Source: an optimization exercise on an open RTL-to-GDS flow (aim: a short achievable clock period and few clock cycles). Production flows keep margins and buffers that such runs may drop.
The RTL was checked by simulation tests, not by an equivalence proof against the original design.
Power figures rest on the tool's default switching activity, not on a simulated workload.

==> inputs of build 76 <==
// uProcessor
module uProcessor (MAIN_CLK, MAIN_RST, WRITE_DATA_BUS, READ_DATA_BUS, ADDR_BUS, MEM_WR, MEM_RD);
clock: 10.0 ns
lec_check: 0
cap_margin: 20
core_margin: 2
core_utilization: 50
slew_margin: 20
standard.sh (not shown) runs the stock make flow with config.mk's settings and CLKGATE_MAP_FILE= SYNTH_SCRIPT=/design/flow/synth_recipe.tcl, a recipe that flattens the netlist after the stock synthesis.
==> flow/flow/run.sh <==
#!/bin/bash
set -euo pipefail
bash standard.sh SETUP_SLACK_MARGIN=7.5 finish > make_finish.log 2>&1
==> build 43 (differences from build 76) <==
--- a/flow/design.v
+++ b/flow/design.v
@@ -18,15 +18,14 @@
 reg [15:0] r0, r1, r2, r3, r4, r5, r6, r7;
 reg [7:0]  rv;         
 localparam NC = 4;     
 reg [NC-1:0] cv;       
 reg [15:0] ct [0:NC-1];   
 reg [15:0] cd [0:NC-1];   
 reg [1:0]  cptr;       
-reg [NC-1:0] shit;     
 reg d_add, d_sub, d_or, d_xor, d_and, d_not, d_li, d_eq, d_ne, d_lt, d_ge;
 reg d_ld, d_st, d_wr, d_jmp;
 assign ADDR_BUS = addr;
 assign MEM_RD = mrd;
 assign MEM_WR = mwr;
 assign WRITE_DATA_BUS = wdata;
 wire [15:0] q [0:7];
@@ -81,16 +80,15 @@
 	cdat = 16'd0;
 	for (c = 0; c < NC; c = c + 1) begin
 		chit[c] = cv[c] & (ct[c] == ra);
 		cdat = cdat | ({16{chit[c]}} & cd[c]);
 	end
 end
 wire        hit = |chit;
-wire        x_wr = xv & (d_wr | d_ld);
-wire        x_mem = xv & (d_ld | d_st);
+wire        x_wr = xv & (d_wr | (d_ld & hit));
 wire        x_ldst = xv & ((d_ld & ~hit) | d_st);
 wire        x_jmp = xv & d_jmp;
 wire [16:0] add_o = ks_add(ra, rb, 1'b0);
 wire [16:0] sub_o = ks_add(ra, ~rb, 1'b1);
 wire        ltu = ~sub_o[16];
 wire        lt = ltu ^ (fl & (ra[15] ^ rb[15]));
 wire        eq = ra == rb;
@@ -119,29 +117,29 @@
 	for (k = 0; k < 8; k = k + 1) begin
 		sa[k] = ~dcyc & (w[7:5] == k) & ~(x_wr & (rd == k));
 		sb[k] = ~dcyc & (w[4:2] == k) & ~(x_wr & (rd == k));
 		sax = sax | (~dcyc & (w[7:5] == k) & x_wr & (rd == k));
 		sbx = sbx | (~dcyc & (w[4:2] == k) & x_wr & (rd == k));
 	end
 end
-wire        fbusy = dcyc | x_mem | x_jmp;
-wire        fj = ~x_mem & w_jmp & (~w[8] | (x_wr & (rd == w[7:5])));
+wire        fbusy = dcyc | x_ldst | x_jmp;
+wire        fj = w_jmp & (~w[8] | (x_wr & (rd == w[7:5])));
 wire        fjx = ~fbusy & w_jmp & w[8] & x_wr & (rd == w[7:5]);
 reg [15:0] a_nx, b_nx, addr_nx;
 always @(*) begin
 	a_nx = ({16{dcyc}} & a_dc) | ({16{sax}} & xres);
 	b_nx = ({16{dcyc}} & b_dc) | ({16{sbx}} & xres);
 	for (k = 0; k < 8; k = k + 1) begin
 		a_nx = a_nx | ({16{sa[k]}} & q[k]);
 		b_nx = b_nx | ({16{sb[k]}} & q[k]);
 	end
 	addr_nx = ({16{dcyc & ~(irv & ire_jmp)}} & rpc) |
 	          ({16{dcyc & irv & ire_jmp & ire[8]}} & a_dc) |
 	          ({16{~dcyc & (x_ldst | (x_jmp & fl))}} & ra) |
-	          ({16{~dcyc & ~x_ldst & ~x_jmp & ~fj}} & ainc) |
+	          ({16{~fbusy & ~fj}} & ainc) |
 	          ({16{fjx}} & xres);
 end
 task dec;
 	input [15:0] i;
 	begin
 		d_add <= i[15:12] == 4'd0;
 		d_sub <= i[15:12] == 4'd1;
@@ -202,40 +200,39 @@
 	end else begin
 		ir <= w;
 		dec(w);
 		if (x_ldst) begin
 			rpc <= ainc;
 			ldrd <= rd;
 			smc <= d_st & (ra == addr);
-			shit <= chit;
 		end
 	end
 end
 always @(posedge MAIN_CLK or posedge MAIN_RST) begin
 	if (MAIN_RST) begin
 		cv <= {NC{1'b0}};
 		cptr <= 2'd0;
 	end else if (ldc) begin
 		cv[cptr] <= 1'b1;
 		cptr <= cptr + 2'd1;
-	end else if (stc) begin
-		if (!(|shit)) begin
+	end else if (xv && d_st) begin
+		if (!hit) begin
 			cv[cptr] <= 1'b1;
 			cptr <= cptr + 2'd1;
 		end
 	end
 end
 always @(posedge MAIN_CLK) begin
 	for (c = 0; c < NC; c = c + 1) begin
 		if (ldc && cptr == c) begin
 			ct[c] <= addr;
 			cd[c] <= READ_DATA_BUS;
-		end else if (stc && (shit[c] || (!(|shit) && cptr == c))) begin
-			ct[c] <= addr;
-			cd[c] <= wdata;
+		end else if (xv && d_st && (chit[c] || (!hit && cptr == c))) begin
+			ct[c] <= ra;
+			cd[c] <= rb;
 		end
 	end
 end
 wire [15:0] wrv = ldc ? READ_DATA_BUS : xres;
 wire [2:0]  wrd = ldc ? ldrd : rd;
 wire        we = ldc | x_wr;
 always @(posedge MAIN_CLK or posedge MAIN_RST) begin
==> flow/config.mk (replaced) <==
export PLATFORM = sky130hd
export DESIGN_NAME = uProcessor
export DESIGN_NICKNAME = uProcessor
export VERILOG_FILES = /design/flow/design.v
export SDC_FILE = /design/flow/constraint.sdc
export NUM_CORES = 4
export LEC_CHECK = 0
export CAP_MARGIN = 20
export CORE_MARGIN = 2
export CORE_UTILIZATION = 60
export CTS_CLUSTER_DIAMETER = 100
export CTS_CLUSTER_SIZE = 30
export SLEW_MARGIN = 20
==> results.txt <==
- Max-cap violations: 0
- Internal: 6.87 mW
- Status: complete, no violations
- Synth top cells by count: 336 x nand2_1, 306 x edfxtp_1, 167 x o21ai_0, 138 x clkbuf_1, 134 x o22ai_1
- Die height: around 220 µm
- Synth Cell Area: ~23000 µm²
- Gr usage total: 0.469
- Power Total: 13.0 mW
- Syn avg cell area: 9.70 µm²
- Synth cell types: 81
- Most frequent cells in the layout: 318 x nand2_1, 306 x edfxtp_1, 282 x buf_4, 132 x o21ai_0, 123 x buf_6
[end of results for build 76]
==> results.txt <==
- Status: did not finish
- Failed at: global routing
- Run Error: [ERROR GRT-0232] Routing congestion too high. Check the congestion heatmap in the GUI.
- CTS Sinks: slightly below 400
- Die Wd: around 210 µm
- Top-Level Pins: 52
- Gr usage total: 0.754
- Syn avg cell area: 9.71 µm²
- Xor-xnor portion of the synthesized cell area: 0.0451
- Die height: between 200 and 250 µm
- Synth cell types: 96
- Met1 usage: 0.776
- RePlAce Congestion: around 1.1
- CTS Hold Buffers Added: 0
- Synth top area share: 0.367
- Synth top cells by count: 302 x edfxtp_1, 300 x nand2_1, 149 x o21ai_0, 143 x nor2_1, 140 x clkbuf_1
- # rows: 74
[end of results for build 43]
Testbench counts of build 76, summed over its fixed seeds: cycles 24,551.
Testbench counts of build 43, summed over its fixed seeds: cycles 24,551.

========
==> trial 6: inputs <==
==> flow/design.v <==
`timescale 1 ns / 1 ps
module uProcessor (MAIN_CLK, MAIN_RST, WRITE_DATA_BUS, READ_DATA_BUS, ADDR_BUS, MEM_WR, MEM_RD);
input MAIN_CLK, MAIN_RST;
input [15:0] READ_DATA_BUS;
output [15:0] WRITE_DATA_BUS, ADDR_BUS;
output MEM_WR;
output MEM_RD;
reg [15:0] addr;       
reg        mrd, mwr;   
reg [15:0] wdata;      
reg        ldc, stc;   
reg [15:0] rpc;        
reg [2:0]  ldrd;       
reg        smc;        
reg [15:0] ir;         
reg        irv;        
reg [15:0] ra, rb;     
reg [15:0] r0, r1, r2, r3, r4, r5, r6, r7;
reg [7:0]  rv;         
localparam NC = 4;     
reg [NC-1:0] cv;       
reg [15:0] ct [0:NC-1];   
reg [15:0] cd [0:NC-1];   
reg [1:0]  cptr;       
reg d_add, d_sub, d_or, d_xor, d_and, d_not, d_li, d_eq, d_ne, d_lt, d_ge;
reg d_ld, d_st, d_wr, d_jmp;
assign ADDR_BUS = addr;
assign MEM_RD = mrd;
assign MEM_WR = mwr;
assign WRITE_DATA_BUS = wdata;
wire [15:0] q [0:7];
assign q[0] = rv[0] ? r0 : 16'd0;
assign q[1] = rv[1] ? r1 : 16'd0;
assign q[2] = rv[2] ? r2 : 16'd0;
assign q[3] = rv[3] ? r3 : 16'd0;
assign q[4] = rv[4] ? r4 : 16'd0;
assign q[5] = rv[5] ? r5 : 16'd0;
assign q[6] = rv[6] ? r6 : 16'd0;
assign q[7] = rv[7] ? r7 : 16'd0;
function [15:0] rsel;
	input [2:0] s;
	input [15:0] x0, x1, x2, x3, x4, x5, x6, x7;
	case (s)
		3'd0: rsel = x0;
		3'd1: rsel = x1;
		3'd2: rsel = x2;
		3'd3: rsel = x3;
		3'd4: rsel = x4;
		3'd5: rsel = x5;
		3'd6: rsel = x6;
		default: rsel = x7;
	endcase
endfunction
function [16:0] ks_add;
	input [15:0] x, y;
	input ci;
	reg [15:0] g, p, pp;
	integer i, d;
	begin
		g = x & y;
		p = x ^ y;
		pp = p;
		g[0] = g[0] | (p[0] & ci);
		for (d = 1; d < 16; d = d * 2)
			for (i = 15; i >= d; i = i - 1) begin
				g[i] = g[i] | (p[i] & g[i - d]);
				p[i] = p[i] & p[i - d];
			end
		ks_add = {g[15], pp ^ {g[14:0], ci}};
	end
endfunction
wire        dcyc = ldc | stc;
wire        xv = irv & ~dcyc;
wire [2:0]  rd = ir[11:9];
wire        fl = ir[8];
reg  [NC-1:0] chit;
reg  [15:0] cdat;
integer c;
always @(*) begin
	cdat = 16'd0;
	for (c = 0; c < NC; c = c + 1) begin
		chit[c] = cv[c] & (ct[c] == ra);
		cdat = cdat | ({16{chit[c]}} & cd[c]);
	end
end
wire        hit = |chit;
wire        x_wr = xv & (d_wr | (d_ld & hit));
wire        x_ldst = xv & ((d_ld & ~hit) | d_st);
wire        x_jmp = xv & d_jmp;
wire [16:0] add_o = ks_add(ra, rb, 1'b0);
wire [16:0] sub_o = ks_add(ra, ~rb, 1'b1);
wire        ltu = ~sub_o[16];
wire        lt = ltu ^ (fl & (ra[15] ^ rb[15]));
wire        eq = ra == rb;
wire [15:0] liv = fl ? {ir[7:0], 8'h00} : {8'h00, ir[7:0]};
wire        cmp = (d_eq & eq) | (d_ne & ~eq) | (d_lt & lt) | (d_ge & ~lt);
wire [15:0] xres = ({16{d_add}} & add_o[15:0]) | ({16{d_sub}} & sub_o[15:0]) |
                   ({16{d_or}} & (ra | rb)) | ({16{d_xor}} & (ra ^ rb)) |
                   ({16{d_and}} & (ra & rb)) | ({16{d_not}} & ~ra) |
                   ({16{d_li}} & liv) | ({16{d_ld}} & cdat) | {15'd0, cmp};
wire        smc_st = stc & smc;
wire [15:0] ire = smc_st ? wdata : ir;   
wire        ire_jmp = ire[15:12] == 4'd13;
wire [15:0] a_dc = smc_st ? rsel(wdata[7:5], q[0], q[1], q[2], q[3], q[4], q[5], q[6], q[7]) :
                   (ldc && ldrd == ir[7:5]) ? READ_DATA_BUS : ra;
wire [15:0] b_dc = smc_st ? rsel(wdata[4:2], q[0], q[1], q[2], q[3], q[4], q[5], q[6], q[7]) :
                   (ldc && ldrd == ir[4:2]) ? READ_DATA_BUS : rb;
wire [15:0] w = READ_DATA_BUS;
wire        w_jmp = w[15:12] == 4'd13;
wire [15:0] ainc = addr + 16'd1;
reg  [7:0]  sa, sb;
reg         sax, sbx;
integer k;
always @(*) begin
	sax = 1'b0;
	sbx = 1'b0;
	for (k = 0; k < 8; k = k + 1) begin
		sa[k] = ~dcyc & (w[7:5] == k) & ~(x_wr & (rd == k));
		sb[k] = ~dcyc & (w[4:2] == k) & ~(x_wr & (rd == k));
		sax = sax | (~dcyc & (w[7:5] == k) & x_wr & (rd == k));
		sbx = sbx | (~dcyc & (w[4:2] == k) & x_wr & (rd == k));
	end
end
wire        fbusy = dcyc | x_ldst | x_jmp;
wire        fj = w_jmp & (~w[8] | (x_wr & (rd == w[7:5])));
wire        fjx = ~fbusy & w_jmp & w[8] & x_wr & (rd == w[7:5]);
reg [15:0] a_nx, b_nx, addr_nx;
always @(*) begin
	a_nx = ({16{dcyc}} & a_dc) | ({16{sax}} & xres);
	b_nx = ({16{dcyc}} & b_dc) | ({16{sbx}} & xres);
	for (k = 0; k < 8; k = k + 1) begin
		a_nx = a_nx | ({16{sa[k]}} & q[k]);
		b_nx = b_nx | ({16{sb[k]}} & q[k]);
	end
	addr_nx = ({16{dcyc & ~(irv & ire_jmp)}} & rpc) |
	          ({16{dcyc & irv & ire_jmp & ire[8]}} & a_dc) |
	          ({16{~dcyc & (x_ldst | (x_jmp & fl))}} & ra) |
	          ({16{~fbusy & ~fj}} & ainc) |
	          ({16{fjx}} & xres);
end
task dec;
	input [15:0] i;
	begin
		d_add <= i[15:12] == 4'd0;
		d_sub <= i[15:12] == 4'd1;
		d_or  <= i[15:12] == 4'd2;
		d_xor <= i[15:12] == 4'd3;
		d_and <= i[15:12] == 4'd4;
		d_not <= i[15:12] == 4'd5;
		d_ld  <= i[15:12] == 4'd6;
		d_jmp <= i[15:12] == 4'd13;
		d_st  <= i[15:12] == 4'd7;
		d_li  <= i[15:12] == 4'd8;
		d_eq  <= i[15:12] == 4'd9;
		d_ne  <= i[15:12] == 4'd10;
		d_lt  <= i[15:12] == 4'd11;
		d_ge  <= i[15:12] == 4'd12;
		d_wr  <= i[15:12] <= 4'd5 || (i[15:12] >= 4'd8 && i[15:12] <= 4'd12);
	end
endtask
always @(posedge MAIN_CLK or posedge MAIN_RST) begin
	if (MAIN_RST) begin
		addr <= 16'd0;
		mrd <= 1'b1;
		mwr <= 1'b0;
		ldc <= 1'b0;
		stc <= 1'b0;
		irv <= 1'b0;
	end else begin
		addr <= addr_nx;
		if (dcyc) begin
			mrd <= 1'b1;
			mwr <= 1'b0;
			ldc <= 1'b0;
			stc <= 1'b0;
			if (irv && ire_jmp)
				irv <= 1'b0;
		end else if (x_jmp) begin
			irv <= 1'b0;
		end else if (x_ldst) begin
			mrd <= d_ld;
			mwr <= d_st;
			ldc <= d_ld;
			stc <= d_st;
			irv <= 1'b1;
		end else begin
			irv <= ~fj;
		end
	end
end
always @(posedge MAIN_CLK) begin
	ra <= a_nx;
	rb <= b_nx;
	wdata <= rb;
	if (dcyc) begin
		if (smc_st) begin
			ir <= wdata;
			dec(wdata);
		end
	end else begin
		ir <= w;
		dec(w);
		if (x_ldst) begin
			rpc <= ainc;
			ldrd <= rd;
			smc <= d_st & (ra == addr);
		end
	end
end
always @(posedge MAIN_CLK or posedge MAIN_RST) begin
	if (MAIN_RST) begin
		cv <= {NC{1'b0}};
		cptr <= 2'd0;
	end else if (ldc) begin
		cv[cptr] <= 1'b1;
		cptr <= cptr + 2'd1;
	end else if (xv && d_st) begin
		if (!hit) begin
			cv[cptr] <= 1'b1;
			cptr <= cptr + 2'd1;
		end
	end
end
always @(posedge MAIN_CLK) begin
	for (c = 0; c < NC; c = c + 1) begin
		if (ldc && cptr == c) begin
			ct[c] <= addr;
			cd[c] <= READ_DATA_BUS;
		end else if (xv && d_st && (chit[c] || (!hit && cptr == c))) begin
			ct[c] <= ra;
			cd[c] <= rb;
		end
	end
end
wire [15:0] wrv = ldc ? READ_DATA_BUS : xres;
wire [2:0]  wrd = ldc ? ldrd : rd;
wire        we = ldc | x_wr;
always @(posedge MAIN_CLK or posedge MAIN_RST) begin
	if (MAIN_RST)
		rv <= 8'd0;
	else if (we)
		rv[wrd] <= 1'b1;
end
always @(posedge MAIN_CLK) begin
	if (we) begin
		case (wrd)
			3'd0: r0 <= wrv;
			3'd1: r1 <= wrv;
			3'd2: r2 <= wrv;
			3'd3: r3 <= wrv;
			3'd4: r4 <= wrv;
			3'd5: r5 <= wrv;
			3'd6: r6 <= wrv;
			default: r7 <= wrv;
		endcase
	end
end
endmodule
==> flow/flow/run.sh <==
#!/bin/bash
set -euo pipefail
bash standard.sh SETUP_SLACK_MARGIN=7 finish > make_finish.log 2>&1
==> flow/standard.sh <==
#!/bin/bash
# synth_recipe.tcl (not shown) runs the flow's synth.tcl, then flattens the netlist and writes it again
# the make line also repeats each setting of config.mk as NAME=value (left out here)
make -C /OpenROAD-flow-scripts/flow DESIGN_CONFIG=/design/flow/config.mk WORK_HOME=/design/flow/orfs CLKGATE_MAP_FILE= SYNTH_SCRIPT=/design/flow/synth_recipe.tcl "${@:-finish}"
==> flow/config.mk <==
export PLATFORM = sky130hd
export DESIGN_NAME = uProcessor
export DESIGN_NICKNAME = uProcessor
export VERILOG_FILES = /design/flow/design.v
export SDC_FILE = /design/flow/constraint.sdc
export NUM_CORES = 4
export LEC_CHECK = 0
export CAP_MARGIN = 20
export CORE_MARGIN = 2
export CORE_UTILIZATION = 40
export SLEW_MARGIN = 20
==> flow/constraint.sdc <==
create_clock -name core_clock -period 10.0 [get_ports {MAIN_CLK}]
set_input_delay 2.0000 -clock core_clock [delete_from_list [all_inputs] [get_ports {MAIN_CLK}]]
set_output_delay 2.0000 -clock core_clock [all_outputs]
set_load 0.01 [all_outputs]
==> inputs of trial 15, as changes to trial 6 <==
--- a/flow/design.v
+++ b/flow/design.v
@@ -193,3 +193,2 @@
 	rb <= b_nx;
-	wdata <= rb;
 	if (dcyc) begin
@@ -203,2 +202,3 @@
 		if (x_ldst) begin
+			wdata <= rb;
 			rpc <= ainc;
==> flow/run.sh (new file) <==
#!/bin/bash
# synth_recipe.tcl (not shown) runs the flow's synth.tcl, then flattens the netlist and writes it again
# the make line also repeats each setting of config.mk as NAME=value (left out here)
make -C /OpenROAD-flow-scripts/flow DESIGN_CONFIG=/design/flow/config.mk WORK_HOME=/design/flow/orfs CLKGATE_MAP_FILE= SYNTH_SCRIPT=/design/flow/synth_recipe.tcl finish
--- a/flow/config.mk
+++ b/flow/config.mk
@@ -9,3 +9,4 @@
 export CORE_MARGIN = 2
-export CORE_UTILIZATION = 40
+export CORE_UTILIZATION = 60
+export SETUP_SLACK_MARGIN = 5
 export SLEW_MARGIN = 20
removed: flow/flow/run.sh
removed: flow/standard.sh
==> inputs of build 97, as changes to trial 6 <==
--- a/flow/design.v
+++ b/flow/design.v
@@ -24,2 +24,3 @@
 reg [1:0]  cptr;       
+reg [NC-1:0] shit;     
 reg d_add, d_sub, d_or, d_xor, d_and, d_not, d_li, d_eq, d_ne, d_lt, d_ge;
@@ -86,3 +87,4 @@
 wire        hit = |chit;
-wire        x_wr = xv & (d_wr | (d_ld & hit));
+wire        x_wr = xv & (d_wr | d_ld);
+wire        x_mem = xv & (d_ld | d_st);
 wire        x_ldst = xv & ((d_ld & ~hit) | d_st);
@@ -123,4 +125,4 @@
 end
-wire        fbusy = dcyc | x_ldst | x_jmp;
-wire        fj = w_jmp & (~w[8] | (x_wr & (rd == w[7:5])));
+wire        fbusy = dcyc | x_mem | x_jmp;
+wire        fj = ~x_mem & w_jmp & (~w[8] | (x_wr & (rd == w[7:5])));
 wire        fjx = ~fbusy & w_jmp & w[8] & x_wr & (rd == w[7:5]);
@@ -137,3 +139,3 @@
 	          ({16{~dcyc & (x_ldst | (x_jmp & fl))}} & ra) |
-	          ({16{~fbusy & ~fj}} & ainc) |
+	          ({16{~dcyc & ~x_ldst & ~x_jmp & ~fj}} & ainc) |
 	          ({16{fjx}} & xres);
@@ -206,2 +208,3 @@
 			smc <= d_st & (ra == addr);
+			shit <= chit;
 		end
@@ -216,4 +219,4 @@
 		cptr <= cptr + 2'd1;
-	end else if (xv && d_st) begin
-		if (!hit) begin
+	end else if (stc) begin
+		if (!(|shit)) begin
 			cv[cptr] <= 1'b1;
@@ -228,5 +231,5 @@
 			cd[c] <= READ_DATA_BUS;
-		end else if (xv && d_st && (chit[c] || (!hit && cptr == c))) begin
-			ct[c] <= ra;
-			cd[c] <= rb;
+		end else if (stc && (shit[c] || (!(|shit) && cptr == c))) begin
+			ct[c] <= addr;
+			cd[c] <= wdata;
 		end
==> flow/flow/run.sh (replaced) <==
#!/bin/bash
set -euo pipefail
bash standard.sh SETUP_SLACK_MARGIN=7.5 finish > make_finish.log 2>&1
==> summary of the runs <==
Final cell count, lowest first: trial 15, build 97, trial 6.
Core utilization: trial 6 < build 97 < trial 15.
Setup slack, highest first: build 97, trial 6, trial 15.
Between trial 6 and build 97, the lower fmax is in trial 6 (gap about 1.8%, measured against build 97).
==> figures <==
item	trial 15	build 97	trial 6
Outcome	no timing/DRC/antenna violations	no timing/DRC/antenna violations	no timing/DRC/antenna violations
Width of the die	206.8 um	243.8 um	252.4 um
Power dissipated in the clock network	1.66 mW	1.86 mW	1.79 mW
Layout-to-synthesis area ratio	1.1077x	1.4414x	1.3776x
Sequential share of the synthesized area	0.4514	0.4826	0.4450
Period utilisation layout	0.5026	0.3307	0.3366
Switching share of power	0.4988	0.4679	0.4729
Number of detailed-route iterations in the first pass	9	12	8
Number of standard cells in the layout, taps in and fillers out	3146	3521	3673
Routed met2 length	44590 um	48760 um	54650 um
Testbench counts of trial 6, summed over its fixed seeds: cycles 24,551.
Testbench counts of trial 15, summed over its fixed seeds: cycles 24,551.
Testbench counts of build 97, summed over its fixed seeds: cycles 24,551.

-- re-timing with driven ports --
The results above use ideal ports. As a check the final layouts listed here were re-extracted and re-timed, cells and wires unchanged. Step 1: set_driving_cell puts a clkbuf_16 on MAIN_CLK and a buf_2 on each other input, an assumption about the parent block. Step 2 also shifts input and output timing later by t, the mid clock arrival at the registers, as if the neighbouring blocks saw the same clock. Three values: no drivers, after step 1, after step 2; two values: the first two.
| run | t, ns | setup WS [ns] | latest minus earliest clock arrival (ns) | worst register clock-pin slew, ns | worst slew at a driven data input, ns |
|---|---|---|---|---|---|
| build 76 | 0.655 | 6.670 / 6.610 / 6.113 | 0.030 / 0.030 | 0.07 / 0.07 | 0.15 |
| trial 6 | 0.681 | 6.634 / 6.601 / 5.997 | 0.035 / 0.035 | 0.07 / 0.07 | 0.08 |
| trial 15 | 0.665 | 4.974 / 4.974 / 4.632 | 0.027 / 0.027 | 0.07 / 0.07 | 0.07 |
| build 97 | 0.677 | 6.693 / 6.633 / 6.105 | 0.050 / 0.050 | 0.08 / 0.08 | 0.11 |
After both steps every run listed still meets setup and hold. The setup slack of trial 6, which loses most, moves by -0.033 ns with the drivers and by -0.637 ns with both steps.
